What follows belongs to an exercise in optimizing a design on an open flow for small area; a production flow would make more cautious choices. Where RTL was checked, it was by simulation tests only, not by an equivalence proof against the original. No functional check of the RTL was part of runs 4 and 5. Power figures rest on the tool's default switching activity, not on a simulated workload.

$ cat design/flow/config.mk
export PLATFORM = sky130hd
export DESIGN_NAME = hyper_bus
export DESIGN_NICKNAME = hyper_bus
export VERILOG_FILES = /design/flow/design.v
export SDC_FILE = /design/flow/constraint.sdc
export NUM_CORES = 4
export LEC_CHECK = 0
export ABC_AREA = 1
export CAP_MARGIN = 20
export CORE_MARGIN = 2
export CORE_UTILIZATION = 40
export PLACE_DENSITY = 0.6
export SLEW_MARGIN = 20
$ cat design/flow/constraint.sdc
create_clock -name core_clock -period 5.0 [get_ports {ram_clock}]
set_input_delay 1.0000 -clock core_clock [delete_from_list [all_inputs] [get_ports {ram_clock}]]
set_output_delay 1.0000 -clock core_clock [all_outputs]
set_load 0.01 [all_outputs]
$ cat design/flow/design.v
`timescale 1 ns / 1 ns
module hyper_bus #(
    parameter HBRAM_FRE   = 200_000_000,
    parameter BIT_WIDTH   = 16,
    parameter INIT_NUM    = 256,
    parameter LATENCY     = 7,
    parameter STRENGTH    = "34_ohms",
    parameter BURST_MODE  = "legacy",
    parameter BURST_LEN   = 16,
    parameter REFRESH     = "Full_Array",
    parameter CLOCK_TYPE  = "Single_Ended",
    parameter MASK_WIDTH  = 4
) (
    input                              ram_clock,
    input                              ram_reset,
    input                              ram_en,
    input                              rw_ctrl,
    input      [31:0]                  ram_addr,
    input      [31:0]                  ram_burst_len,
    output                             ram_wr_valid,
    input      [BIT_WIDTH * 2 - 1 : 0] ram_wr_data,
    output reg                         ram_rd_valid,
    output reg [BIT_WIDTH * 2 - 1 : 0] ram_rd_data,
    input      [MASK_WIDTH - 1 : 0]    ram_data_mask,
    output reg                         hbc_cal_pass,
    output reg                         ctrl_idle,
    output                             hbc_ck_p_hi,
    output                             hbc_ck_p_lo,
    output                             hbc_ck_n_hi,
    output                             hbc_ck_n_lo,
    output                             hbc_cs_n,
    output                             hbc_rst_n,
    output     [BIT_WIDTH - 1 : 0]     hbc_dq_en,
    output     [BIT_WIDTH - 1 : 0]     hbc_dq_out_hi,
    output     [BIT_WIDTH - 1 : 0]     hbc_dq_out_lo,
    input      [BIT_WIDTH - 1 : 0]     hbc_dq_in_hi,
    input      [BIT_WIDTH - 1 : 0]     hbc_dq_in_lo,
    output     [BIT_WIDTH/8 - 1 : 0]   hbc_rwds_en,
    output     [BIT_WIDTH/8 - 1 : 0]   hbc_rwds_out_hi,
    output     [BIT_WIDTH/8 - 1 : 0]   hbc_rwds_out_lo,
    input      [BIT_WIDTH/8 - 1 : 0]   hbc_rwds_in_hi,
    input      [BIT_WIDTH/8 - 1 : 0]   hbc_rwds_in_lo
);
localparam IDLE  = 4'd2;
localparam RESET = 4'd1;
localparam RWAIT = 4'd3;
localparam CFG   = 4'd9;
localparam CW    = 4'd10;
localparam WAIT  = 4'd13;
localparam INIT  = 4'd0;
localparam XFER  = 4'd5;
localparam DONE  = 4'd8;
reg  [3:0]  state;
reg  [3:0]  state_next;
reg  [14:0] cnt;             
reg         flag;            
reg         cr_sel;          
reg         r_rw_ctrl;
reg  [3:0]  r_data_mask;
reg         r_rwds_hi0;
reg  [15:0] r_dq_in_hi;
reg  [15:0] ndq_hi;          
reg  [15:0] ndq_lo;          
wire [15:0] dq_hi = ~ndq_hi;
wire [15:0] dq_lo = ~ndq_lo;
reg         fst;             
wire s_idle  = state == IDLE;
wire s_reset = state == RESET;
wire s_rwait = state == RWAIT;
wire s_cfg   = state == CFG;
wire s_cw    = state == CW;
wire s_wait  = state == WAIT;
wire s_init  = state == INIT;
wire s_xfer  = state == XFER;
wire s_done  = state == DONE;
wire strobe = r_rwds_hi0 ^ hbc_rwds_in_lo[0];
wire rw_rd  = r_rw_ctrl & flag;             
wire wr_on  = flag & ~r_rw_ctrl;            
wire        cnt_up  = ~(s_xfer & rw_rd & ~strobe);       
wire [14:0] cnt_inc = cnt + {14'd0, cnt_up};
wire t1024  = cnt[10];                                                   
wire t80    = cnt[6] & cnt[4];                                           
wire t32000 = cnt[14] & cnt[13] & cnt[12] & cnt[11] & cnt[10] & cnt[8];  
wire t400   = cnt[8] & cnt[7] & cnt[4];                                  
wire [10:0] xfer_start = flag ? ~ram_burst_len[11:1] : 11'd1919;
wire tlast  = &cnt[10:1];
wire ge42   = cnt[6] | (cnt[5] & (cnt[4] | cnt[3] & (cnt[2] | cnt[1])));    
wire nz     = |cnt[4:0];                                 
wire le3    = ~(cnt[4] | cnt[3] | cnt[2]);              
wire le4    = le3 | (cnt[2] & ~cnt[1] & ~cnt[0] & ~cnt[4] & ~cnt[3]);    
wire ge2     = |cnt[4:1];                                
wire done_f  = (s_cw | s_done) & fst;                    
wire rwds_wr = (s_xfer & ~fst | s_done & fst) & wr_on;   
wire rwds_one = (s_cfg & ~fst) | (s_cw & fst) | (s_init & ~fst & ~(cnt[4] | cnt[3] | (cnt[2] & cnt[1])));
wire init_b   = s_init & ~cnt[4] & ~cnt[3];
wire beat1    = init_b & (cnt[2:0] == 3'd2);
wire beat2    = init_b & (cnt[2:0] == 3'd3);
wire beat3    = init_b & (cnt[2:0] == 3'd4);
wire cfg_on   = (s_cfg & ge2) | (s_cw & fst);
wire dq_on_hi = cfg_on | beat1 | beat2 | rwds_wr;
wire dq_on_lo = dq_on_hi | beat3;
assign hbc_ck_p_hi = ((s_cfg | s_init) & ge2) | s_xfer | done_f;
assign hbc_cs_n    = ~(((s_cfg | s_init) & ~fst) | s_xfer | done_f);
assign hbc_rst_n   = ~(s_reset & ~fst & ~ge42);
wire adv = (s_idle & t1024) | (s_reset & t80) | (s_rwait & t32000) | (s_cfg & cnt[2]) |
           ((s_cw | s_done) & t400) | (s_wait & (~flag | ram_en)) | (s_init & cnt[4]) |
           (s_xfer & tlast);
always @(*) begin
    case (state)
        IDLE:    state_next = RESET;
        RESET:   state_next = RWAIT;
        RWAIT:   state_next = CFG;
        CFG:     state_next = CW;
        CW:      state_next = cr_sel ? CFG : WAIT;
        WAIT:    state_next = INIT;
        INIT:    state_next = XFER;
        XFER:    state_next = DONE;
        DONE:    state_next = WAIT;
        default: state_next = IDLE;
    endcase
end
always @(posedge ram_clock or posedge ram_reset) begin
    if (ram_reset) begin
        state <= IDLE;
        cnt   <= 15'd24;
        fst   <= 1'b1;
    end else begin
        fst <= adv;
        if (adv) begin
            state <= state_next;
            cnt   <= s_init ? {4'd0, xfer_start} : {14'd0, s_idle | s_reset | s_xfer};
        end else begin
            cnt   <= cnt_inc;
        end
    end
end
always @(posedge ram_clock or posedge ram_reset) begin
    if (ram_reset) begin
        flag   <= 1'b0;
        cr_sel <= 1'b0;
    end else begin
        if (s_done)
            flag <= 1'b1;
        if (s_cfg & adv)
            cr_sel <= ~cr_sel;
    end
end
always @(posedge ram_clock) begin
    if (ram_en) begin
        r_rw_ctrl   <= rw_ctrl;
        r_data_mask <= ram_data_mask;
    end
    r_rwds_hi0 <= hbc_rwds_in_hi[0];
    r_dq_in_hi <= hbc_dq_in_hi;
end
always @(posedge ram_clock) begin
    if (s_wait) begin
        ndq_hi <= ~({ram_addr[18:11], ram_addr[2:0], ram_addr[31:27]} & {16{flag}});
        ndq_lo <= ~({ram_addr[10:3], ram_addr[26:19]} & {16{flag}});
    end else if (s_init) begin
        if (cnt[1:0] == 2'd2)
            ndq_lo[7:0] <= ~({5'd0, dq_hi[7:5]});
    end else if (s_cfg) begin
        case (cnt[2:0])
            3'd1: begin ndq_hi[7:0] <= ~(8'h60); ndq_lo[7:0] <= ~(8'h00); end
            3'd2: begin ndq_hi[7:0] <= ~(8'h01); ndq_lo[7:0] <= ~(8'h00); end
            3'd3: begin ndq_hi[7:0] <= ~(8'h00); ndq_lo[7:0] <= ~(cr_sel ? 8'h01 : 8'h00); end
            default: begin
                ndq_hi[7:0] <= ~(cr_sel ? 8'hff : 8'h8f);
                ndq_lo[7:0] <= ~(cr_sel ? 8'hc1 : 8'h2e);
            end
        endcase
    end else begin
        ndq_hi <= ~(ram_wr_data[31:16]);
        ndq_lo <= ~(ram_wr_data[15:0]);
    end
end
wire [7:0] dq_hi_b0 = {beat1 ? rw_rd : dq_hi[7], dq_hi[6] & ~beat1, dq_hi[5] | beat1, dq_hi[4:0]};
assign hbc_dq_out_hi = {(rwds_wr | beat2) ? dq_hi[15:8] : dq_hi_b0, beat2 ? dq_hi[15:8] : dq_hi_b0} & {16{dq_on_hi}};
assign hbc_dq_out_lo = {(rwds_wr | beat2) ? dq_lo[15:8] : dq_lo[7:0], beat2 ? dq_lo[15:8] : dq_lo[7:0]} & {16{dq_on_lo}};
assign hbc_rwds_out_hi = ({2{rwds_wr}} & ~r_data_mask[1:0]) | {2{rwds_one}};
assign hbc_rwds_out_lo = ({2{rwds_wr}} & ~r_data_mask[3:2]) | {2{rwds_one}};
assign hbc_ck_p_lo = 1'b0;
assign hbc_ck_n_lo = 1'b0;
assign hbc_ck_n_hi = 1'b0;
wire dq_en_c   = ~((s_idle & fst) | (s_reset & ~fst & ~ge42) | (s_wait & fst & flag) |
                    (s_init & ~fst & ~le4) | (s_xfer & (fst | rw_rd)) | (s_done & (~fst | rw_rd)));
wire rwds_en_c = (s_cfg & ~fst) | ((s_cw | s_done & ~rw_rd) & fst) | (s_init & ~fst & le4) | (s_xfer & ~rw_rd);
assign hbc_dq_en   = {BIT_WIDTH{dq_en_c}};
assign hbc_rwds_en = {2{rwds_en_c}};
assign ram_wr_valid = s_xfer & wr_on;
always @(posedge ram_clock or posedge ram_reset) begin
    if (ram_reset) begin
        hbc_cal_pass    <= 1'b0;
        ctrl_idle       <= 1'b1;
        ram_rd_valid    <= 1'b0;
        ram_rd_data     <= 32'd0;
    end else begin
        if (s_wait & flag)
            hbc_cal_pass <= 1'b1;
        ctrl_idle    <= ~(flag & ((s_init & nz) | s_xfer | s_done));
        ram_rd_valid <= s_xfer & rw_rd & strobe;
        if (s_xfer & rw_rd & strobe)
            ram_rd_data <= {r_dq_in_hi, hbc_dq_in_lo};
    end
end
endmodule
$ cat design/flow/flow/run.sh
#!/bin/bash
# The standard layout (standard.sh, with synth_recipe.tcl as the synthesis
# script, so the same Yosys passes and registers) with area-related changes:
#  - ABC maps the combinational logic with an area-oriented script
#    (flow/abc_area.script: deepsyn + choice-based area mapping); ORFS reads it
#    from a copy of its scripts folder, otherwise unchanged
#  - port buffers use the smallest buffer cell (every port still gets one)
#  - clock tree synthesis uses no dummy loads
# Each tool's log stays under orfs/logs/; make's own output goes to make_finish.log.
set -uo pipefail
here=$(pwd)
rm -rf "$here/orfs_scripts"
cp -r "$FLOW_HOME/scripts" "$here/orfs_scripts"
cp "$here/flow/abc_area.script" "$here/orfs_scripts/abc_area.script"
export SCRIPTS_DIR="$here/orfs_scripts"
export BUFFER_PORTS_ARGS="-buffer_cell sky130_fd_sc_hd__buf_1"
export CTS_ARGS="-sink_clustering_enable -sink_clustering_size 12 -sink_clustering_max_diameter 60 -repair_clock_nets -dont_use_dummy_load -buf_list {sky130_fd_sc_hd__clkbuf_8} -root_buf sky130_fd_sc_hd__clkbuf_8 -sink_clustering_buffer sky130_fd_sc_hd__clkbuf_8"
bash standard.sh > make_finish.log 2>&1
st=$?
cp -r orfs/logs orfs_logs 2>/dev/null || true
exit $st
$ cat design/flow/flow/abc_area.script
strash
&get -n
&deepsyn -T 20
&put
dc2
dch -f
amap
strash
dc2
dch -f
amap
topo
$ cat design/flow/standard.sh
#!/bin/bash
# synth_recipe.tcl (not shown) runs the flow's synth.tcl, then flattens the netlist and writes it again
# the make line also repeats each setting of config.mk as NAME=value (left out here)
make -C /OpenROAD-flow-scripts/flow DESIGN_CONFIG=/design/flow/config.mk WORK_HOME=/design/flow/orfs CLKGATE_MAP_FILE= SYNTH_SCRIPT=/design/flow/synth_recipe.tcl "${@:-finish}"
==> summary.txt, run 1 <==
Global routing
  • Global-route total usage across every layer: between 20% and 30%
  • Number of global-route vias before repair: around 4k
  • Grt ovf: 0
  • Global-route wire length before repair: 20500 µm
  • Largest net degree at the start of global routing: 58
  • Initial antenna violation count: 0

Floorplanning
  • Die boundary height: 114 µm
  • Die width: 114 µm
  • Top-level I/O count: approximately 240
  • Core ar.: 11900 µm²
  • Number of cell rows: 40
  • DIE AREA: between 10000 and 15000 µm²
  • Starting density of the core: slightly above 40%

Clocking
  • Clock tree from TritonCTS: built
  • H-tree depth reported by CTS: 3
  • Number of buffers inserted during clock tree synthesis: 9
  • Max Buffers Root-to-Sink: 2
  • Sinks on the clock net: roughly 110
  • Post-CTS Hold Buffers: 0
  • Insertion delay to the later sink of the worst-skew pair: around 0.37 ns
  • Clock transition at the registers of the reported paths: approximately 0.090 ns
  • Clock Root Buffer: sky130_fd_sc_hd__clkbuf_8

Pwr
  • Power density relative to cell area: 247 nW/µm²
  • Peak VDD IR: a little over 100 µV
  • Static power due to leakage: between 2 and 2.5 nW

Place
  • Setup slack after placement: approximately 0.47 ns
  • GPL Wtd Cong: a little under 0.9
  • Port Buffers: around 210
  • Half-perimeter wire length after placement: slightly below 10000 µm
  • Post-Place Cell Area: approximately 5800 µm²

STA
  • Highest clock frequency the design can meet: around 220 MHz
  • Setup repair after global routing missed its margin: false
  • Sum of negative setup slack: 0 ns
  • Worst-margin pin slew: 0.734 ns
  • Setup violations, final: 0
  • Worst hold margin: between 0.4 and 0.5 ns
  • Period utilization: approximately nine tenths
  • Tightest slew margin relative to the limit: between 50% and 60%
  • Post-route clock skew: ~0.022 ns
  • Crit path time final: approximately 4.5 ns
  • Number of max-slew violations in the final report: 0
  • Final hold violations: 0
  • Fin worst setup slack: 0.467 ns

Detailed routing
  • Per-cell routed wire length: 16.5 µm
  • Via density per instance: 5.31
  • Routed length on met2: 6420 µm
  • Violation count after the first detailed-route iteration: 148
  • Highest routed layer: met4
  • Post-detailed-route DRC marker count: 0
  • Routed length on met1: roughly 5700 µm
  • Post-DRT Antenna Nets: 0
  • Total detailed-routing wirelength: around 13000 µm
  • Vias after detailed routing: 4253
  • 1st-pass router iterations: 5
  • Length of routed met3 wiring: around 950 µm

Setup path
  • Critical path start-end classification: flip-flop to primary output
  • Data required time of the worst path: approximately 4 ns
  • Crit Path Max Fanout: 9
  • Category of the worst setup path launch point: flip-flop
  • Endpoint arrival time on the critical path: ~3.5 ns
  • Sort of element at the end of the critical path: primary output
  • Worst-case register-to-register setup slack: around 1.7 ns

Logic synthesis
  • Top-count cell post-synth: sky130_fd_sc_hd__nor2_1
  • Count of synthesis-stage warnings from yosys: 1
  • Count of flip-flops with a built-in enable after synthesis: 37
  • Sequential fraction of the synthesis area: 60.0%
  • Seq cells post-synth: between 100 and 150
  • Fraction of registers with async set/reset: 51.4%
  • Most used flip-flop cell after synthesis: sky130_fd_sc_hd__dfrtp_1
  • Leading cell types by count after synthesis: sky130_fd_sc_hd__nor2_1 (61), sky130_fd_sc_hd__dfrtp_1 (52), sky130_fd_sc_hd__edfxtp_1 (37)
  • Average size of a mapped cell: 10.9 µm²
  • Combined area of all synthesized cells: approximately 4800 µm²
  • Count of distinct cell types in the synthesized netlist: 37
  • Largest area contributor in the netlist: sky130_fd_sc_hd__dfrtp_1
  • Largest cells by area after synthesis: sky130_fd_sc_hd__dfrtp_1 (27%), sky130_fd_sc_hd__edfxtp_1 (23%), sky130_fd_sc_hd__dfxtp_1 (7.1%)
  • Instance count of the mapped netlist: 440
  • Top-area cell type share of the netlist area: 27.1%

Final layout
  • Area growth from synthesis to layout: 22.7%
  • Layout cells sized above 1: 5.50%
  • Filler Cells Inserted: between 1k and 1.5k
  • Number of antenna cells inserted: 0
  • Net count, final: around 800
  • Post-layout instance area: 5900 µm²

Min path
  • Hold Path Class: flip-flop to flip-flop

Run status
  • Run status: finished clean

Run
  • Max-cap viol count: 0
flip-flops by register name, summed over array words and instances, names as in the netlist, 4 cells and up:
name and count:
state 4, cnt 15, ndq_hi 16, ndq_lo 16, ram_rd_data 32, r_data_mask 4
r_dq_in_hi 16
layout by cell type, fill, tap and decap left out, types with 2 or more instances in the layout:
cell	n
sky130_fd_sc_hd__dfstp_2	5
sky130_fd_sc_hd__or2_0	9
sky130_fd_sc_hd__o32ai_1	2
sky130_fd_sc_hd__and3_1	2
sky130_fd_sc_hd__buf_1	209
sky130_fd_sc_hd__clkbuf_8	9
sky130_fd_sc_hd__buf_4	14
sky130_fd_sc_hd__edfxtp_1	37
sky130_fd_sc_hd__nor2_1	59
sky130_fd_sc_hd__o21a_1	2
sky130_fd_sc_hd__a21oi_1	12
sky130_fd_sc_hd__a22oi_1	17
sky130_fd_sc_hd__clkinv_1	35
sky130_fd_sc_hd__conb_1	3
sky130_fd_sc_hd__dfxtp_1	17
sky130_fd_sc_hd__ha_1	2
sky130_fd_sc_hd__a211oi_1	12
sky130_fd_sc_hd__nor3_1	6
sky130_fd_sc_hd__a22o_1	32
sky130_fd_sc_hd__nand3_1	5
sky130_fd_sc_hd__nand2_1	23
sky130_fd_sc_hd__dfrtp_1	52
sky130_fd_sc_hd__o22ai_1	28
sky130_fd_sc_hd__nor2_2	2
sky130_fd_sc_hd__nand4_1	2
sky130_fd_sc_hd__a31oi_1	4
sky130_fd_sc_hd__o21ai_0	22
sky130_fd_sc_hd__a221oi_1	16
logic make-up (layout without fill, tap and decap cells):
family,after synthesis,count (layout),share of synthesized area (%)
compound gates,153,153,22.8
xor+xnor,1,1,0.182
fa+ha+maj,2,2,0.520
other cells,1,3,0.0780
simple gates,115,115,10.4
buf+inv,57,269,6.09
flops,111,111,60.0
path summary, 6_finish.rpt:
| kind | end | cells after the start | from |
|---|---|---|---|
| max | hbc_dq_out_lo[9] | 15 | state[3] |
| min | ram_rd_data[31] | 1 | r_dq_in_hi[15] |
| max reg2reg | cnt[7] | 14 | state[3] |
| min reg2reg | ram_rd_data[31] | 1 | r_dq_in_hi[15] |
| max in group asynchronous | flag | 3 | ram_reset |
| min in group asynchronous | ram_rd_data[11] | 3 | ram_reset |
what timing repair did:
action | CTS | global route
resized for setup | 0 | 3
setup endpoints to repair | 0 | 8
buffers inserted | 0 | 0
layout make-up:
cell class,instances,area (µm²),area share (%)
inverters,36,135,2.29
clock buffers,9,124,2.10
repair buffers,224,915,15.5
well taps,147,184,3.12
flip-flops and latches,111,2880,48.9
multi-input cells,274,1660,28.1
routing by layer:
metal,track usage (%),up-vias
met5,0,-
met4,5.37,0
met3,5.10,16
met2,36.0,169
met1,25.3,2002
li1,-,2066
power breakdown:
part	internal, mW	total (mW)	leakage [nW]	switching [mW]
clock network	0.163	0.430	0.0647	0.268
logic	0.0298	0.0584	0.863	0.0286
registers	0.962	0.972	1.29	0.00999
total	1.15	1.46	2.22	0.306
critical path, stage by stage (launching register included):
cell and delay (ns):
sky130_fd_sc_hd__dfrtp_1 0.46, sky130_fd_sc_hd__nor2_1 0.11, sky130_fd_sc_hd__clkinv_1 0.10, sky130_fd_sc_hd__nand2_1 0.08
sky130_fd_sc_hd__nor2_1 0.17, sky130_fd_sc_hd__clkinv_1 0.21, sky130_fd_sc_hd__o21ai_0 0.24, sky130_fd_sc_hd__clkinv_1 0.17
sky130_fd_sc_hd__nor4_2 0.36, sky130_fd_sc_hd__a21oi_1 0.16, sky130_fd_sc_hd__nand2_1 0.10, sky130_fd_sc_hd__nand2_1 0.14
sky130_fd_sc_hd__o21a_2 0.25, sky130_fd_sc_hd__or2_4 0.30, sky130_fd_sc_hd__o22ai_1 0.14, sky130_fd_sc_hd__buf_1 0.17
metrics by stage:
step	util (%)	total power [mW]	instances
final	49.8	1.46	801
after global routing	49.8	1.53	801
after CTS	49.5	1.48	800
after detailed placement	48.5	1.05	791
after global placement	48.5	1.05	791
after floorplan	-	1.01	442
==> run 2: changes to the inputs <==
==> design/flow/flow/abc_area.script (replaced) <==
strash
&get -n
&deepsyn -T 20
&put
dch -f
amap
topo
==> run 2 against run 1 <==
- clock skew grew 0.015 ns
- fmax decreased by 3.1%
- clock power decreased by 1%
- final cell count fell by 0.62%
- sequential power hardly changed
- still clean
- first-iteration DRC count is 19% higher
- global-route usage barely moved
- via count grew 2.1%
- highest routed layer unchanged
- register-to-register slack worse by 0.11 ns
==> summary.txt, run 2 <==
Clocking
  • Clock tree from TritonCTS: built
  • Post-CTS Hold Buffers: 0
  • Max Buffers Root-to-Sink: 2
  • Clock Root Buffer: sky130_fd_sc_hd__clkbuf_8
  • H-tree depth reported by CTS: 3
  • Insertion delay to the later sink of the worst-skew pair: about 0.38 ns
  • Sinks on the clock net: ~110
  • Post-CTS Setup Bufs: 0
  • Number of buffers inserted during clock tree synthesis: 9
  • Clock transition at the registers of the reported paths: 0.10 ns

Floorplanning
  • Core ar.: around 12000 µm²
  • Die boundary height: 114 µm
  • Starting density of the core: roughly two fifths
  • Top-level I/O count: around 240
  • Die width: around 110 µm
  • DIE AREA: roughly 13000 µm²
  • Number of cell rows: 40

Setup path
  • Worst-case register-to-register setup slack: 1.57 ns
  • Category of the worst setup path launch point: flip-flop
  • Cell breakdown of the critical path: nor2_1 > clkinv_1 > nor2_1 > clkinv_1 > nor3_2 > clkinv_1 > nor2_1 > nand2_1 > nor2_1 > clkinv_1 > buf_4 > nand2_1 > o21a_2 > or2_1 > o22ai_1 > buf_1
  • Critical path start-end classification: flip-flop to primary output
  • R2r worst-path depth: 10
  • Critical Path Start: state[0]
  • Capture instance of the worst register-to-register path: cnt[11]
  • Crit Path Max Fanout: 15
  • Endpoint arrival time on the critical path: approximately 3.7 ns
  • Data required time of the worst path: 4.00 ns
  • Cell with the largest stage delay on the worst path: sky130_fd_sc_hd__dfrtp_1
  • Sort of element at the end of the critical path: primary output
  • Slowest cell delay on critical path: between 0.4 and 0.5 ns
  • Stages on worst setup path: 16
  • Origin of the critical flop-to-flop path: state[1]
  • Kind of cell adding the most delay to the critical path: simple AND/OR/NAND/NOR gates
  • Buffers and inverters on the worst path: 6
  • Critical Path Sink: hbc_dq_out_lo[15]

Final layout
  • Layout cells sized above 1: approximately 5%
  • Number of antenna cells inserted: 0
  • Area growth from synthesis to layout: 22.0%
  • Most frequent cells in the layout: sky130_fd_sc_hd__buf_1 (209), sky130_fd_sc_hd__nor2_1 (52), sky130_fd_sc_hd__dfrtp_1 (52)
  • Top reg by flops: ram_rd_data
  • Max reg flops: 32
  • Filler Cells Inserted: 1162
  • Multi-input gate area in the final layout: roughly 1700 µm²
  • Sequential cell area in the final layout: 2880 µm²
  • Final standard cell count with taps included and fillers excluded: 796
  • Net count, final: 793
  • Most common cell after layout, fill and taps aside: sky130_fd_sc_hd__buf_1

Logic synthesis
  • Fraction of registers with async set/reset: around half
  • Top-count cell post-synth: sky130_fd_sc_hd__nor2_1
  • Largest area contributor in the netlist: sky130_fd_sc_hd__dfrtp_1
  • Instance count of the mapped netlist: 437
  • Combined area of all synthesized cells: ~4800 µm²
  • Sequential fraction of the synthesis area: roughly three fifths
  • Largest cells by area after synthesis: sky130_fd_sc_hd__dfrtp_1 (27%), sky130_fd_sc_hd__edfxtp_1 (23%), sky130_fd_sc_hd__dfxtp_1 (7.1%)
  • Leading cell types by count after synthesis: sky130_fd_sc_hd__nor2_1 (53), sky130_fd_sc_hd__dfrtp_1 (52), sky130_fd_sc_hd__clkinv_1 (38)
  • Average size of a mapped cell: between 10 and 15 µm²
  • Count of synthesis-stage warnings from yosys: 1
  • Count of flip-flops with a built-in enable after synthesis: 37
  • Count of distinct cell types in the synthesized netlist: 33
  • Seq cells post-synth: ~110
  • Top-area cell type share of the netlist area: around 27%
  • Most used flip-flop cell after synthesis: sky130_fd_sc_hd__dfrtp_1

Global routing
  • Largest net degree at the start of global routing: 58
  • M2 GR Usage: about a third
  • Number of global-route vias before repair: approximately 4k
  • Grt met1 use: between 20% and 30%
  • Grt ovf: 0
  • Global-route total usage across every layer: between 20 and 25%
  • Gr busiest metal: met2
  • Initial antenna violation count: 0
  • Global-route wire length before repair: slightly above 20000 µm
  • Grt met3 use: about 6.5%

Run status
  • Run status: finished clean

Pwr
  • PnR Total Power: 1.46 mW
  • Static power due to leakage: 2.16 nW
  • Peak VDD IR: roughly 180 µV
  • Power density relative to cell area: 249 nW/µm²

Detailed routing
  • 1st-pass router iterations: 5
  • Total detailed-routing wirelength: 13400 µm
  • Per-cell routed wire length: about 17 µm
  • Via density per instance: between 5 and 6
  • Post-DRT Antenna Nets: 0
  • Vias after detailed routing: about 4.3k
  • Violation count after the first detailed-route iteration: ~180
  • Post-detailed-route DRC marker count: 0

STA
  • Setup violations, final: 0
  • Period utilization: between 90 and 100%
  • Sum of negative setup slack: 0 ns
  • Tightest slew margin relative to the limit: roughly two fifths
  • Highest clock frequency the design can meet: around 210 MHz
  • Final hold violations: 0
  • Number of max-slew violations in the final report: 0
  • Post-route clock skew: approximately 0.037 ns
  • Crit path time final: ~4.7 ns
  • Worst-margin pin slew: around 0.89 ns

Run
  • Max-cap viol count: 0

Min path
  • Hold Path Class: flip-flop to flip-flop

Place
  • Half-perimeter wire length after placement: between 10000 and 15000 µm
  • Port Buffers: about 210
  • GPL Wtd Cong: roughly 0.94
  • Number of placed instances with taps included: 787
==> run 2: what timing repair did <==
action / 4_1_cts / 5_1_grt
resized for setup: 1 / 2
hold endpoints to repair: 0 / 0
endpoints found under the setup margin: 8 / 9
==> run 2: cell families (layout without fill, tap and decap cells) <==
kind of cell	Yosys count	after routing	synth area share (%)
buffers and inverters	59	269	6.25
adder cells (fa/ha/maj)	2	2	0.520
other	1	3	0.0780
AO/OA/AOI/OAI	160	160	23.7
flip-flops	111	111	60.0
XOR/XNOR	1	1	0.182
AND/OR/NAND/NOR	103	103	9.32
==> run 2: worst min path at each step <==
stage                        from               to  depth (start not counted)
global placement    r_dq_in_hi[5]  ram_rd_data[21]                          1
detailed placement  r_dq_in_hi[6]  ram_rd_data[22]                          1
CTS                 r_dq_in_hi[7]  ram_rd_data[23]                          1
finish              r_dq_in_hi[7]  ram_rd_data[23]                          1
floorplan           r_dq_in_hi[0]  ram_rd_data[16]                          1
global route        r_dq_in_hi[4]  ram_rd_data[20]                          1
==> run 2: per-stage QoR <==
step                      util (%)  setup WS, ns  area [µm²]  hold WS (ns)
after floorplan                  -        0.0118        4820         0.433
after global placement        48.4         0.487        5740         0.435
after detailed placement      48.4         0.405        5740         0.441
after CTS                     49.4         0.103        5860         0.451
after global routing          49.5       -0.0318        5870         0.453
final                         49.5         0.324        5870         0.443
==> run 2: final cells by class <==
| type | instances | share of cell area (%) |
|---|---|---|
| inverter | 38 | 2.43 |
| timing repair buffer | 222 | 15.0 |
| tap | 147 | 3.13 |
| sequential | 111 | 49.2 |
| clock buffer | 9 | 2.11 |
| multi-input combinational | 269 | 28.1 |
==> run 2: metal layers <==
| metal | wire length (µm) | part of all wire [%] | up-vias |
|---|---|---|---|
| li1 | - | - | 2072 |
| met1 | 5600 | 42 | 2033 |
| met2 | 6150 | 46 | 208 |
| met3 | 1230 | 9.2 | 28 |
| met4 | 369 | 2.8 | 0 |
| met5 | 0 | 0 | - |
==> run 2: power breakdown <==
part / internal [mW] / switching (mW) / leakage (nW) / total [mW]
Clock: 0.162 / 0.262 / 0.0647 / 0.424
Combinational: 0.0305 / 0.0305 / 0.812 / 0.0610
Sequential: 0.962 / 0.0113 / 1.29 / 0.974
Total: 1.16 / 0.303 / 2.16 / 1.46
==> run 2: worst reg2reg max path: stages, from the launching register on <==
cell,delay [ns]
sky130_fd_sc_hd__dfstp_2,0.58
sky130_fd_sc_hd__clkinv_1,0.16
sky130_fd_sc_hd__o21ai_0,0.24
sky130_fd_sc_hd__nor2_1,0.10
sky130_fd_sc_hd__clkinv_1,0.13
sky130_fd_sc_hd__nor3_1,0.06
sky130_fd_sc_hd__o21ai_0,0.22
sky130_fd_sc_hd__o21ai_0,0.21
sky130_fd_sc_hd__nor3_1,0.65
sky130_fd_sc_hd__clkinv_1,0.58
sky130_fd_sc_hd__a221oi_1,0.37
==> run 3: changes to the inputs <==
--- a/design/flow/flow/run.sh
+++ b/design/flow/flow/run.sh
@@ -14,6 +14,7 @@
 cp "$here/flow/abc_area.script" "$here/orfs_scripts/abc_area.script"
 export SCRIPTS_DIR="$here/orfs_scripts"
 export BUFFER_PORTS_ARGS="-buffer_cell sky130_fd_sc_hd__buf_1"
+export PRE_GLOBAL_PLACE_TCL="$here/flow/pre_gpl.tcl"
 export CTS_ARGS="-sink_clustering_enable -sink_clustering_size 12 -sink_clustering_max_diameter 60 -repair_clock_nets -dont_use_dummy_load -buf_list {sky130_fd_sc_hd__clkbuf_8} -root_buf sky130_fd_sc_hd__clkbuf_8 -sink_clustering_buffer sky130_fd_sc_hd__clkbuf_8"
 bash standard.sh > make_finish.log 2>&1
 st=$?
==> design/flow/flow/pre_gpl.tcl (new file) <==
# keep the timing-driven placement's repair buffers small
set_dont_use [get_lib_cells {sky130_fd_sc_hd__buf_4 sky130_fd_sc_hd__buf_6 sky130_fd_sc_hd__buf_8 sky130_fd_sc_hd__buf_12 sky130_fd_sc_hd__buf_16}]
==> run 3 against run 2 <==
- via count down 0.16%
- hold slack better by 0.013 ns
- combinational power barely moved
- sequential share of layout area decreased by 0.16 points
- cell area increased by 0.32%
- worst setup slack better by 0.076 ns
==> summary.txt, run 3 <==
STA
  • Final hold violations: 0
  • Setup repair after global routing missed its margin: false
  • Highest clock frequency the design can meet: approximately 220 MHz
  • Worst-margin pin slew: around 0.90 ns
  • Setup violations, final: 0
  • Tightest slew margin relative to the limit: roughly 40%
  • Crit path time final: approximately 4.6 ns
  • Post-route clock skew: around 0.033 ns
  • Number of max-slew violations in the final report: 0
  • Sum of negative setup slack: 0 ns
  • Period utilization: 92.0%

Global routing
  • Global-route wire length before repair: 21200 µm
  • Largest net degree at the start of global routing: 42
  • Initial antenna violation count: 0
  • Number of global-route vias before repair: roughly 4.3k
  • Global-route total usage across every layer: 21.0%
  • Grt ovf: 0

Floorplanning
  • Top-level I/O count: approximately 240
  • Die boundary height: ~110 µm
  • Starting density of the core: between 40% and 50%
  • Number of cell rows: 40
  • Core ar.: 11900 µm²
  • DIE AREA: between 10000 and 15000 µm²
  • Die width: ~110 µm

Clocking
  • Max Buffers Root-to-Sink: 2
  • Clock tree from TritonCTS: built
  • Clock Root Buffer: sky130_fd_sc_hd__clkbuf_8
  • H-tree depth reported by CTS: 3
  • Post-CTS Setup Bufs: 0
  • Clock transition at the registers of the reported paths: ~0.11 ns
  • Sinks on the clock net: 111
  • Number of buffers inserted during clock tree synthesis: 9
  • Insertion delay to the later sink of the worst-skew pair: roughly 0.37 ns

Logic synthesis
  • Share of the synthesized area in compound gates (AO/OA/AOI/OAI): between 20% and 30%
  • Count of synthesis-stage warnings from yosys: 1
  • Largest cells by area after synthesis: sky130_fd_sc_hd__dfrtp_1 (27%), sky130_fd_sc_hd__edfxtp_1 (23%), sky130_fd_sc_hd__dfxtp_1 (7.1%)
  • Most used flip-flop cell after synthesis: sky130_fd_sc_hd__dfrtp_1
  • Combined area of all synthesized cells: 4810 µm²
  • Share of synthesized cell area in and, or, nand and nor gates: 9.32%
  • Count of flip-flops with a built-in enable after synthesis: 37
  • Instance count of the mapped netlist: around 440
  • Fraction of registers with async set/reset: between 50% and 60%
  • Synthesized-area fraction occupied by adder cells: less than 1%
  • Xor/xnor cell area share of the yosys netlist: 0.182%
  • Top-area cell type share of the netlist area: roughly 27%
  • Seq cells post-synth: around 110
  • Leading cell types by count after synthesis: sky130_fd_sc_hd__nor2_1 (53), sky130_fd_sc_hd__dfrtp_1 (52), sky130_fd_sc_hd__clkinv_1 (38)
  • Count of distinct cell types in the synthesized netlist: 33
  • Top-count cell post-synth: sky130_fd_sc_hd__nor2_1
  • Dominant combinational cell family by area after synthesis: compound AO/OA/AOI/OAI gates
  • Average size of a mapped cell: around 11 µm²
  • Largest area contributor in the netlist: sky130_fd_sc_hd__dfrtp_1
  • Sequential fraction of the synthesis area: ~60%
  • Multiplexer share of the synthesized area: 0%

Setup path
  • Category of the worst setup path launch point: flip-flop
  • Data required time of the worst path: 4.00 ns
  • Critical path start-end classification: flip-flop to primary output
  • Most common cell on crit path: sky130_fd_sc_hd__nor2_1
  • Cell with the largest stage delay on the worst path: sky130_fd_sc_hd__dfrtp_1
  • Origin of the critical flop-to-flop path: state[1]
  • R2r worst-path depth: 8
  • Capture instance of the worst register-to-register path: cnt[11]
  • Crit Path Max Fanout: 8
  • Endpoint arrival time on the critical path: between 3 and 4 ns
  • Buffers and inverters on the worst path: 5
  • Worst-case register-to-register setup slack: 1.25 ns
  • Sort of element at the end of the critical path: primary output
  • Slowest cell delay on critical path: 0.44 ns
  • Cell breakdown of the critical path: nor2_1 > clkinv_1 > nor2_1 > clkinv_1 > nor3_2 > clkinv_1 > nor2_1 > nand2_1 > nor2_1 > nor2_1 > or2_0 > a222oi_1 > clkinv_1 > o21ai_0 > buf_1
  • Kind of cell adding the most delay to the critical path: simple AND/OR/NAND/NOR gates

Run
  • Max-cap viol count: 0

Pwr
  • Peak VDD IR: around 160 µV
  • Power density relative to cell area: 247 nW/µm²
  • Static power due to leakage: 2.16 nW

Place
  • Post-Place Cell Area: approximately 5800 µm²
  • Port Buffers: 209
  • GPL Wtd Cong: 0.941
  • Half-perimeter wire length after placement: slightly above 10000 µm

Final layout
  • Sequential cell area in the final layout: 2880 µm²
  • Filler Cells Inserted: between 1k and 1.5k
  • Area growth from synthesis to layout: 22.4%
  • Number of antenna cells inserted: 0
  • Most frequent cells in the layout: sky130_fd_sc_hd__buf_1 (209), sky130_fd_sc_hd__nor2_1 (52), sky130_fd_sc_hd__dfrtp_1 (52)
  • Net count, final: between 700 and 800
  • Max reg flops: 32
  • Multi-input gate area in the final layout: about 1700 µm²
  • Most common cell after layout, fill and taps aside: sky130_fd_sc_hd__buf_1
  • Top reg by flops: ram_rd_data
  • Layout cells sized above 1: between 3 and 4%
  • Final standard cell utilization of the core: between 40 and 50%
  • Post-layout instance area: ~6000 µm²

Detailed routing
  • Via density per instance: 5.44
  • Vias after detailed routing: 4334
  • 1st-pass router iterations: 5
  • Post-DRT Antenna Nets: 0
  • Per-cell routed wire length: ~17 µm
  • Violation count after the first detailed-route iteration: ~190
  • Total detailed-routing wirelength: around 14000 µm
  • Post-detailed-route DRC marker count: 0

Min path
  • Worst hold stages: 1
  • Hold Path Class: flip-flop to flip-flop
  • Min-Delay Startpoint: r_dq_in_hi[9]
  • Hold path endpoint: ram_rd_data[25]

Run status
  • Run status: finished clean
==> run 3: changes by cell type in the layout (fill, tap and decap cells not counted) <==
| cell | delta |
|---|---|
| sky130_fd_sc_hd__buf_2 | +1 |
| sky130_fd_sc_hd__buf_4 | -13 |
| sky130_fd_sc_hd__clkbuf_2 | +1 |
| sky130_fd_sc_hd__clkdlybuf4s18_2 | +1 |
| sky130_fd_sc_hd__dlygate4sd1_1 | +11 |
==> run 3: metrics by stage <==
step                      hold WS [ns]  instances  setup slack [ns]  power, mW
after floorplan                  0.433        439            0.0118       1.01
after global placement           0.436        788             0.605       1.05
after detailed placement         0.442        788             0.528       1.05
after CTS                        0.459        797             0.115       1.48
after global routing             0.477        797           0.00884       1.52
final                            0.456        797             0.399       1.45
==> run 3: report_power, final <==
part | leakage, nW | switching (mW) | internal (mW)
clock | 0.0647 | 0.259 | 0.163
sequential | 1.29 | 0.0109 | 0.962
combinational | 0.810 | 0.0302 | 0.0305
==> run 3: how the worst max path moves through the flow <==
stage | from | endpoint | slack [ns] | depth (start not counted)
after CTS | state[0] | hbc_dq_out_lo[9] | 0.12 | 15
after global placement | state[0] | hbc_dq_out_lo[9] | 0.61 | 15
after floorplan | state[1] | hbc_dq_out_lo[10] | 0.01 | 11
after global routing | state[0] | hbc_dq_out_hi[15] | 0.009 | 15
final | state[0] | hbc_dq_out_hi[15] | 0.40 | 15
after detailed placement | state[0] | hbc_dq_out_lo[9] | 0.53 | 15
==> run 3: what timing repair did <==
action                     in CTS  in global routing
setup endpoints to repair       0                  9
gates resized for setup         0                  3
hold buffers                    0                  0
==> run 3: cell families after synthesis <==
group / Yosys count
DFF: 111
xor gates and xnor gates: 1
adders and majority gates: 2
buffers and inverters: 59
and+or+nand+nor: 103
other: 1
AOI/OAI and AO/OA: 160
==> run 3: final cells by class <==
class	instances	share of cell area [%]
sequential	111	49.0
multi-input combinational	269	28.0
timing repair buffer	223	15.3
tap	147	3.12
inverter	38	2.42
clock buffer	9	2.10
==> run 3: routing by layer <==
layer / global-route usage [%] / up-vias / share of wire [%]
li1: - / 2059 / -
met1: 26.4 / 2064 / 42
met2: 36.2 / 192 / 48
met3: 4.52 / 19 / 7.9
met4: 6.99 / 0 / 1.8
met5: 0 / - / 0
==> run 4: changes to the inputs <==
--- a/design/flow/design.v
+++ b/design/flow/design.v
@@ -54,7 +54,6 @@
 reg  [3:0]  state_next;
 reg  [14:0] cnt;             
 reg         flag;            
-reg         cr_sel;          
 reg         r_rw_ctrl;
 reg  [3:0]  r_data_mask;
 reg         r_rwds_hi0;
@@ -73,6 +72,7 @@
 wire s_init  = state == INIT;
 wire s_xfer  = state == XFER;
 wire s_done  = state == DONE;
+wire cr_sel  = cnt[14];
 wire strobe = r_rwds_hi0 ^ hbc_rwds_in_lo[0];
 wire rw_rd  = r_rw_ctrl & flag;             
 wire wr_on  = flag & ~r_rw_ctrl;            
@@ -128,7 +128,7 @@
         fst <= adv;
         if (adv) begin
             state <= state_next;
-            cnt   <= s_init ? {4'd0, xfer_start} : {14'd0, s_idle | s_reset | s_xfer};
+            cnt   <= s_init ? {4'd0, xfer_start} : {(s_cfg & ~cnt[14]) | (s_cw & cnt[14]), 13'd0, s_idle | s_reset | s_xfer};
         end else begin
             cnt   <= cnt_inc;
         end
@@ -137,12 +137,9 @@
 always @(posedge ram_clock or posedge ram_reset) begin
     if (ram_reset) begin
         flag   <= 1'b0;
-        cr_sel <= 1'b0;
     end else begin
         if (s_done)
             flag <= 1'b1;
-        if (s_cfg & adv)
-            cr_sel <= ~cr_sel;
     end
 end
 always @(posedge ram_clock) begin
--- a/design/flow/flow/run.sh
+++ b/design/flow/flow/run.sh
@@ -14,7 +14,6 @@
 cp "$here/flow/abc_area.script" "$here/orfs_scripts/abc_area.script"
 export SCRIPTS_DIR="$here/orfs_scripts"
 export BUFFER_PORTS_ARGS="-buffer_cell sky130_fd_sc_hd__buf_1"
-export PRE_GLOBAL_PLACE_TCL="$here/flow/pre_gpl.tcl"
 export CTS_ARGS="-sink_clustering_enable -sink_clustering_size 12 -sink_clustering_max_diameter 60 -repair_clock_nets -dont_use_dummy_load -buf_list {sky130_fd_sc_hd__clkbuf_8} -root_buf sky130_fd_sc_hd__clkbuf_8 -sink_clustering_buffer sky130_fd_sc_hd__clkbuf_8"
 bash standard.sh > make_finish.log 2>&1
 st=$?
removed: design/flow/flow/pre_gpl.tcl
==> run 4 against run 3 <==
- cell area grew 0.13%
- clock skew up 0.015 ns
- count of clock-buffer cells in the layout unchanged
- critical path type unchanged
- largest power group unchanged
- global-route usage is 0.65 points lower
- highest routed layer unchanged
- sequential share of layout area fell by 0.49 points
- power grew 19%
- combinational power rose to 4.1 times the previous value
- still clean on timing, DRC and antenna
- critical endpoint is now hbc_dq_out_lo[0]
- first-iteration DRC count increased by 6.3%
- synthesized cell count is 1.6% higher
==> summary.txt, run 4 <==
Run status
  • Run status: finished clean

Logic synthesis
  • Instance count of the mapped netlist: between 400 and 500
  • Average size of a mapped cell: 10.9 µm²
  • Combined area of all synthesized cells: between 4000 and 5000 µm²
  • Largest area contributor in the netlist: sky130_fd_sc_hd__dfrtp_1
  • Largest cells by area after synthesis: sky130_fd_sc_hd__dfrtp_1 (26%), sky130_fd_sc_hd__edfxtp_1 (23%), sky130_fd_sc_hd__dfxtp_1 (7.0%)
  • Seq cells post-synth: between 100 and 150
  • Leading cell types by count after synthesis: sky130_fd_sc_hd__dfrtp_1 (51), sky130_fd_sc_hd__nor2_1 (48), sky130_fd_sc_hd__clkinv_1 (38)
  • Sequential fraction of the synthesis area: 58.9%
  • Count of flip-flops with a built-in enable after synthesis: 37
  • Top-area cell type share of the netlist area: 26.3%
  • Most used flip-flop cell after synthesis: sky130_fd_sc_hd__dfrtp_1
  • Count of synthesis-stage warnings from yosys: 1
  • Count of distinct cell types in the synthesized netlist: 41
  • Fraction of registers with async set/reset: about half
  • Top-count cell post-synth: sky130_fd_sc_hd__dfrtp_1

Detailed routing
  • Via density per instance: 5.40
  • Total detailed-routing wirelength: 13400 µm
  • Per-cell routed wire length: around 17 µm
  • 1st-pass router iterations: 5
  • Violation count after the first detailed-route iteration: around 200
  • Post-DRT Antenna Nets: 0
  • Post-detailed-route DRC marker count: 0
  • Vias after detailed routing: about 4.3k

Final layout
  • Final standard cell utilization of the core: between 40% and 50%
  • Layout cells sized above 1: under 10%
  • Filler Cells Inserted: approximately 1.2k
  • Top reg by flops: ram_rd_data
  • Final standard cell count with taps included and fillers excluded: approximately 800
  • Post-layout instance area: between 5000 and 6000 µm²
  • Max reg flops: 32
  • Net count, final: 798
  • Number of antenna cells inserted: 0
  • Most common cell after layout, fill and taps aside: sky130_fd_sc_hd__buf_1
  • Most frequent cells in the layout: sky130_fd_sc_hd__buf_1 (209), sky130_fd_sc_hd__dfrtp_1 (51), sky130_fd_sc_hd__nor2_1 (46)
  • Area growth from synthesis to layout: 21.4%

Pwr
  • Power density relative to cell area: ~290 nW/µm²
  • Internal power: between 1 and 1.5 mW
  • Peak VDD IR: 129 µV
  • Sequential group share of total power: 61.2%
  • PnR Total Power: around 1.7 mW
  • Net Sw Frac: between 20 and 30%
  • Static power due to leakage: around 2.2 nW
  • Switching power summed over all nets: 476 µW
  • Clock power frac: between 20% and 30%
  • Logic gate share of total power: 14.3%

Place
  • GPL Wtd Cong: 0.925
  • Number of placed instances with taps included: between 700 and 800
  • Post-Place Cell Area: 5760 µm²
  • Half-perimeter wire length after placement: between 10000 and 15000 µm
  • Setup slack after placement: about 0.36 ns
  • Port Buffers: 209

Setup path
  • Endpoint arrival time on the critical path: 3.63 ns
  • Category of the worst setup path launch point: flip-flop
  • Critical path start-end classification: flip-flop to primary output
  • Crit Path Max Fanout: 10
  • Data required time of the worst path: 4.00 ns
  • R2r worst-path depth: 19
  • Sort of element at the end of the critical path: primary output

STA
  • Worst-margin pin slew: ~0.93 ns
  • Setup violations, final: 0
  • Sum of negative setup slack: 0 ns
  • Number of max-slew violations in the final report: 0
  • Final hold violations: 0
  • Post-route clock skew: about 0.047 ns
  • Period utilization: 92.6%
  • Crit path time final: about 4.6 ns
  • Worst hold margin: ~0.44 ns
  • Setup repair after global routing missed its margin: false
  • Fin worst setup slack: ~0.37 ns
  • Tightest slew margin relative to the limit: around 37%
  • Highest clock frequency the design can meet: approximately 220 MHz

Min path
  • Worst hold stages: 1
  • Hold Path Class: flip-flop to flip-flop

Clocking
  • H-tree depth reported by CTS: 3
  • Insertion delay to the later sink of the worst-skew pair: 0.39 ns
  • Sinks on the clock net: 110
  • Post-CTS Setup Bufs: 0
  • Post-CTS Hold Buffers: 0
  • Max Buffers Root-to-Sink: 2
  • Clock tree from TritonCTS: built
  • Number of buffers inserted during clock tree synthesis: 9
  • Clock Root Buffer: sky130_fd_sc_hd__clkbuf_8
  • Clock transition at the registers of the reported paths: between 0.1 and 0.15 ns

Global routing
  • Global-route total usage across every layer: about a fifth
  • Initial antenna violation count: 0
  • Largest net degree at the start of global routing: 57
  • Number of global-route vias before repair: between 4k and 5k
  • Grt ovf: 0
  • Global-route wire length before repair: a little over 20000 µm

Floorplanning
  • Number of cell rows: 40
  • Top-level I/O count: between 200 and 250
  • DIE AREA: 13000 µm²
  • Die width: ~110 µm
  • Die boundary height: 114 µm
  • Core ar.: 11900 µm²
  • Starting density of the core: between 40% and 50%

Run
  • Max-cap viol count: 0
-- run 4: changes by cell type after synthesis, moves of 2 or more --
cell                        delta
sky130_fd_sc_hd__nand3_1       +3
sky130_fd_sc_hd__nor3_1        +4
sky130_fd_sc_hd__nor4_1        +3
sky130_fd_sc_hd__a21boi_0      +4
sky130_fd_sc_hd__nor2_1        -5
sky130_fd_sc_hd__a2111oi_0     +2
sky130_fd_sc_hd__a21o_1        -2
sky130_fd_sc_hd__a21oi_1       -4
sky130_fd_sc_hd__or2_0         +6
sky130_fd_sc_hd__and3_1        +2
sky130_fd_sc_hd__nand2_1       -2
sky130_fd_sc_hd__o21ai_0       +4
sky130_fd_sc_hd__o22ai_1       -9
sky130_fd_sc_hd__a221oi_1      -3
-- run 4: power by group through the flow --
| stage | Clock, mW | Combinational, mW | Sequential [mW] |
|---|---|---|---|
| final | 0.426 | 0.248 | 1.06 |
| after global routing | 0.475 | 0.284 | 1.07 |
| after CTS | 0.445 | 0.249 | 1.06 |
| after detailed placement | 0 | 0.247 | 1.08 |
| after global placement | 0 | 0.241 | 1.07 |
| after floorplan | 0 | 0.170 | 1.06 |
-- run 4: final timing paths --
| kind | startpoint | slack [ns] | endpoint |
|---|---|---|---|
| setup / recovery | state[0] | 0.37 | hbc_dq_out_lo[0] |
| hold / removal | r_dq_in_hi[12] | 0.44 | ram_rd_data[28] |
| setup reg to reg | state[1] | 1.18 | cnt[14] |
| hold reg to reg | r_dq_in_hi[12] | 0.44 | ram_rd_data[28] |
| max in group asynchronous | ram_reset | 3.71 | cnt[9] |
| min in group asynchronous | ram_reset | 0.80 | ram_rd_data[18] |
-- run 4: timing repair --
action / 4_1_cts / 5_1_grt
resized for setup: 1 / 2
pin swaps: 0 / 0
endpoints found under the setup margin: 11 / 17
-- run 4: worst max-delay path, cell delays in order, from the launching register on --
cell	delay [ns]
sky130_fd_sc_hd__dfrtp_1	0.49
sky130_fd_sc_hd__clkinv_1	0.20
sky130_fd_sc_hd__nor3_1	0.22
sky130_fd_sc_hd__buf_4	0.17
sky130_fd_sc_hd__clkinv_1	0.25
sky130_fd_sc_hd__nor2_1	0.28
sky130_fd_sc_hd__nor2_1	0.11
sky130_fd_sc_hd__o21bai_1	0.23
sky130_fd_sc_hd__o21ai_0	0.25
sky130_fd_sc_hd__nand2_1	0.13
sky130_fd_sc_hd__nand2_1	0.13
sky130_fd_sc_hd__o21a_1	0.23
sky130_fd_sc_hd__or2_0	0.27
sky130_fd_sc_hd__o21ai_0	0.12
sky130_fd_sc_hd__buf_1	0.18
-- run 4: kinds of logic after synthesis --
logic type,after synthesis,share of synthesized area (%)
compound gates,158,23.5
simple gates,114,10.8
flops,110,58.9
buf+inv,59,6.19
fa+ha+maj,2,0.516
other cells,1,0.0773
-- run 4: cell type report --
| type | count | area (µm²) | share of cell area [%] |
|---|---|---|---|
| multi-input cells | 277 | 1710 | 29.1 |
| repair buffers | 220 | 867 | 14.7 |
| inverters | 38 | 146 | 2.48 |
| clock buffers | 9 | 124 | 2.10 |
| well taps | 147 | 184 | 3.12 |
| flip-flops and latches | 110 | 2860 | 48.5 |
-- run 4: metal layers --
layer	GRT usage, %	share of wire [%]
met5	0	0
met4	6.59	1.3
met3	5.72	7.9
met2	34.7	49
met1	25.0	42
==> run 5: changes to the inputs <==
--- a/design/flow/design.v
+++ b/design/flow/design.v
@@ -41,15 +41,15 @@
     input      [BIT_WIDTH/8 - 1 : 0]   hbc_rwds_in_hi,
     input      [BIT_WIDTH/8 - 1 : 0]   hbc_rwds_in_lo
 );
-localparam IDLE  = 4'd2;
-localparam RESET = 4'd1;
-localparam RWAIT = 4'd3;
-localparam CFG   = 4'd9;
-localparam CW    = 4'd10;
-localparam WAIT  = 4'd13;
-localparam INIT  = 4'd0;
-localparam XFER  = 4'd5;
-localparam DONE  = 4'd8;
+localparam IDLE  = 4'd8;
+localparam RESET = 4'd14;
+localparam RWAIT = 4'd1;
+localparam CFG   = 4'd3;
+localparam CW    = 4'd0;
+localparam WAIT  = 4'd7;
+localparam INIT  = 4'd6;
+localparam XFER  = 4'd11;
+localparam DONE  = 4'd10;
 reg  [3:0]  state;
 reg  [3:0]  state_next;
 reg  [14:0] cnt;             
==> run 5 against run 4 <==
- utilization grew 0.41 points
- via count shrank 0.30%
- worst setup slack gained 0.097 ns
- power shrank 17%
- first-iteration DRC count grew 3.9%
- register-to-register slack gained 0.27 ns
- clock power is essentially flat
- sequential share of layout area shrank 0.60 points
- largest cell class unchanged
==> summary.txt, run 5 <==
Setup path
  • Origin of the critical flop-to-flop path: state[3]
  • Cell with the largest stage delay on the worst path: sky130_fd_sc_hd__dfrtp_1
  • Endpoint arrival time on the critical path: around 3.5 ns
  • R2r worst-path depth: 19
  • Capture instance of the worst register-to-register path: cnt[3]
  • Critical path start-end classification: flip-flop to primary output
  • Data required time of the worst path: 4.00 ns
  • Category of the worst setup path launch point: flip-flop
  • Cell breakdown of the critical path: clkinv_1 > nor3_1 > clkinv_1 > nor2_2 > clkinv_1 > nor2_1 > nand2_1 > nor2_1 > clkinv_1 > nor2_2 > a21oi_2 > a31oi_4 > or2_0 > o22ai_1 > buf_1
  • Worst-case register-to-register setup slack: around 1.5 ns
  • Kind of cell adding the most delay to the critical path: simple AND/OR/NAND/NOR gates
  • Sort of element at the end of the critical path: primary output
  • Slowest cell delay on critical path: about 0.4 ns
  • Buffers and inverters on the worst path: 5
  • Crit Path Max Fanout: 8
  • Most common cell on crit path: sky130_fd_sc_hd__clkinv_1

Final layout
  • Max reg flops: 32
  • Area growth from synthesis to layout: 22.3%
  • Top reg by flops: ram_rd_data
  • Filler Cells Inserted: 1207
  • Most frequent cells in the layout: sky130_fd_sc_hd__buf_1 (209), sky130_fd_sc_hd__dfrtp_1 (51), sky130_fd_sc_hd__nor2_1 (46)
  • Number of antenna cells inserted: 0
  • Most common cell after layout, fill and taps aside: sky130_fd_sc_hd__buf_1
  • Layout cells sized above 1: around 5.5%
  • Net count, final: a little over 800

Logic synthesis
  • Count of synthesis-stage warnings from yosys: 1
  • Fraction of registers with async set/reset: 50.9%
  • Largest area contributor in the netlist: sky130_fd_sc_hd__dfrtp_1
  • Count of flip-flops with a built-in enable after synthesis: 37
  • Seq cells post-synth: 110
  • Combined area of all synthesized cells: around 5000 µm²
  • Average size of a mapped cell: between 10 and 15 µm²
  • Count of distinct cell types in the synthesized netlist: 36
  • Sequential fraction of the synthesis area: 58.6%
  • Instance count of the mapped netlist: 463
  • Largest cells by area after synthesis: sky130_fd_sc_hd__dfrtp_1 (26%), sky130_fd_sc_hd__edfxtp_1 (23%), sky130_fd_sc_hd__dfxtp_1 (7.0%)
  • Most used flip-flop cell after synthesis: sky130_fd_sc_hd__dfrtp_1
  • Top-count cell post-synth: sky130_fd_sc_hd__dfrtp_1
  • Leading cell types by count after synthesis: sky130_fd_sc_hd__dfrtp_1 (51), sky130_fd_sc_hd__nor2_1 (49), sky130_fd_sc_hd__o21ai_0 (45)
  • Top-area cell type share of the netlist area: between 20% and 30%

STA
  • Worst hold margin: roughly 0.46 ns
  • Setup violations, final: 0
  • Number of max-slew violations in the final report: 0
  • Tightest slew margin relative to the limit: about half
  • Sum of negative setup slack: 0 ns
  • Final hold violations: 0
  • Setup repair after global routing missed its margin: false
  • Period utilization: 90.6%
  • Highest clock frequency the design can meet: 221 MHz
  • Worst-margin pin slew: between 0.7 and 0.8 ns
  • Post-route clock skew: 0.0336 ns
  • Crit path time final: 4.53 ns

Detailed routing
  • Via density per instance: 5.24
  • Per-cell routed wire length: 16.5 µm
  • Post-detailed-route DRC marker count: 0
  • Total detailed-routing wirelength: roughly 14000 µm
  • Violation count after the first detailed-route iteration: 211
  • Post-DRT Antenna Nets: 0
  • 1st-pass router iterations: 4
  • Vias after detailed routing: between 4k and 5k

Clocking
  • Max Buffers Root-to-Sink: 2
  • # resized after CTS: 0
  • H-tree depth reported by CTS: 3
  • Post-CTS Setup Bufs: 0
  • Post-CTS Hold Buffers: 0
  • Insertion delay to the later sink of the worst-skew pair: 0.37 ns
  • Number of buffers inserted during clock tree synthesis: 9
  • Clock tree from TritonCTS: built
  • Clock Root Buffer: sky130_fd_sc_hd__clkbuf_8
  • Sinks on the clock net: 110
  • Clock transition at the registers of the reported paths: approximately 0.11 ns

Global routing
  • Initial antenna violation count: 0
  • Number of global-route vias before repair: between 4k and 5k
  • Largest net degree at the start of global routing: between 50 and 60
  • Grt ovf: 0
  • Global-route total usage across every layer: a little over a fifth
  • Global-route wire length before repair: approximately 21000 µm

Floorplanning
  • Core ar.: between 10000 and 15000 µm²
  • Top-level I/O count: between 200 and 250
  • Die width: about 110 µm
  • Die boundary height: roughly 110 µm
  • Number of cell rows: 40
  • DIE AREA: between 10000 and 15000 µm²
  • Starting density of the core: 40.8%

Place
  • GPL Wtd Cong: approximately 0.9
  • Port Buffers: about 210
  • Half-perimeter wire length after placement: 10400 µm

Pwr
  • Static power due to leakage: 2.25 nW
  • Power density relative to cell area: between 200 and 250 nW/µm²
  • PnR Total Power: roughly 1.4 mW
  • Peak VDD IR: roughly 180 µV

Run status
  • Run status: finished clean

Run
  • Max-cap viol count: 0

Min path
  • Min-Delay Startpoint: r_dq_in_hi[4]
  • Hold Path Class: flip-flop to flip-flop
  • Hold path endpoint: ram_rd_data[20]
  • Worst hold stages: 1
## run 5: worst max path at each step
stage | start | end | slack, ns | cells after the start
detailed placement | state[0] | hbc_dq_out_lo[8] | 0.55 | 14
global route | state[1] | hbc_dq_out_hi[8] | 0.08 | 14
floorplan | state[0] | hbc_dq_out_hi[15] | 0.08 | 9
finish | state[1] | hbc_dq_out_lo[8] | 0.47 | 15
global placement | state[0] | hbc_dq_out_lo[8] | 0.62 | 14
CTS | state[0] | hbc_dq_out_lo[8] | 0.16 | 14
## run 5: area by class of cell
class	instances	area, µm²	share of cell area [%]
multi-input combinational	292	1750	29.3
sequential	110	2860	47.9
clock buffer	9	124	2.08
tap	147	184	3.08
inverter	42	161	2.70
timing repair buffer	223	890	14.9
## run 5: cells by family after synthesis
kind of cell	synth area share, %
compound gates	23.6
fa+ha+maj	0.513
buf+inv	6.46
flops	58.6
other cells	0.0768
simple gates	10.7
## run 5: routing by layer
layer	global-route usage [%]	part of all wire, %	routed length, µm
met1	26.0	42	5750
met2	36.6	49	6710
met3	4.29	7.2	976
met4	6.50	1.2	163
met5	0	0	0
## run 5: stage by stage
| step | utilization, % | std cells | instance area (µm²) | worst slack, ns |
|---|---|---|---|---|
| 2_1_floorplan | - | 465 | 4890 | 0.0764 |
| 6_report | 49.9 | 823 | 5970 | 0.468 |
| 5_1_grt | 49.9 | 823 | 5970 | 0.0758 |
| 3_3_place_gp | 48.5 | 814 | 5810 | 0.625 |
| 4_1_cts | 49.6 | 823 | 5930 | 0.162 |
| 3_5_place_dp | 48.5 | 814 | 5810 | 0.548 |
## run 5: worst reg2reg max path, stage by stage (launching register included)
cell	delay, ns
sky130_fd_sc_hd__dfstp_2	0.63
sky130_fd_sc_hd__clkinv_1	0.19
sky130_fd_sc_hd__nor3_1	0.17
sky130_fd_sc_hd__buf_4	0.16
sky130_fd_sc_hd__clkinv_1	0.11
sky130_fd_sc_hd__nor2_1	0.16
sky130_fd_sc_hd__a31oi_1	0.09
sky130_fd_sc_hd__nor2_1	0.12
sky130_fd_sc_hd__a21oi_1	0.05
sky130_fd_sc_hd__nor2_1	0.13
sky130_fd_sc_hd__a41oi_1	0.07
sky130_fd_sc_hd__o21ai_0	0.15
sky130_fd_sc_hd__clkinv_1	0.17
sky130_fd_sc_hd__o221ai_1	0.10
sky130_fd_sc_hd__buf_4	0.22
sky130_fd_sc_hd__clkinv_1	0.10
sky130_fd_sc_hd__nor3_1	0.24
sky130_fd_sc_hd__nand2_1	0.30
sky130_fd_sc_hd__a21oi_1	0.22
sky130_fd_sc_hd__a31o_1	0.12
## run 5: report_power, final
part | total, mW | switching [mW] | internal, mW
Combinational | 0.0611 | 0.0317 | 0.0295
Clock | 0.424 | 0.261 | 0.163
Sequential | 0.963 | 0.00859 | 0.954

==> static timing again, ports no longer ideal <==
The results above use ideal ports. As a check the final layouts listed here were re-extracted and re-timed, cells and wires unchanged.
Step 1 (the two cells are an assumption about what drives the block):
set clk [get_ports {ram_clock}]
set_driving_cell -lib_cell sky130_fd_sc_hd__clkbuf_16 $clk
set_driving_cell -lib_cell sky130_fd_sc_hd__buf_2 [delete_from_list [all_inputs] $clk]
Step 2 also shifts input and output timing later by t, the mid clock arrival at the registers, as if the neighbouring blocks saw the same clock.
a / b / c = no drivers / after step 1 / after step 2; a / b = the first two.
| run | t (ns) | setup WS [ns] | hold slack, ns | pins driven straight from the clock port |
|---|---|---|---|---|
| run 1 | 0.393 | 0.467 / 0.434 / 0.827 | 0.461 / 0.461 / 0.461 | 1 |
| run 2 | 0.397 | 0.324 / 0.291 / 0.689 | 0.443 / 0.443 / 0.443 | 1 |
| run 3 | 0.385 | 0.399 / 0.367 / 0.752 | 0.456 / 0.456 / 0.456 | 1 |
| run 4 | 0.395 | 0.371 / 0.338 / 0.733 | 0.441 / 0.441 / 0.441 | 1 |
| run 5 | 0.386 | 0.468 / 0.436 / 0.822 | 0.460 / 0.460 / 0.460 | 1 |
After both steps every run listed still meets setup and hold.
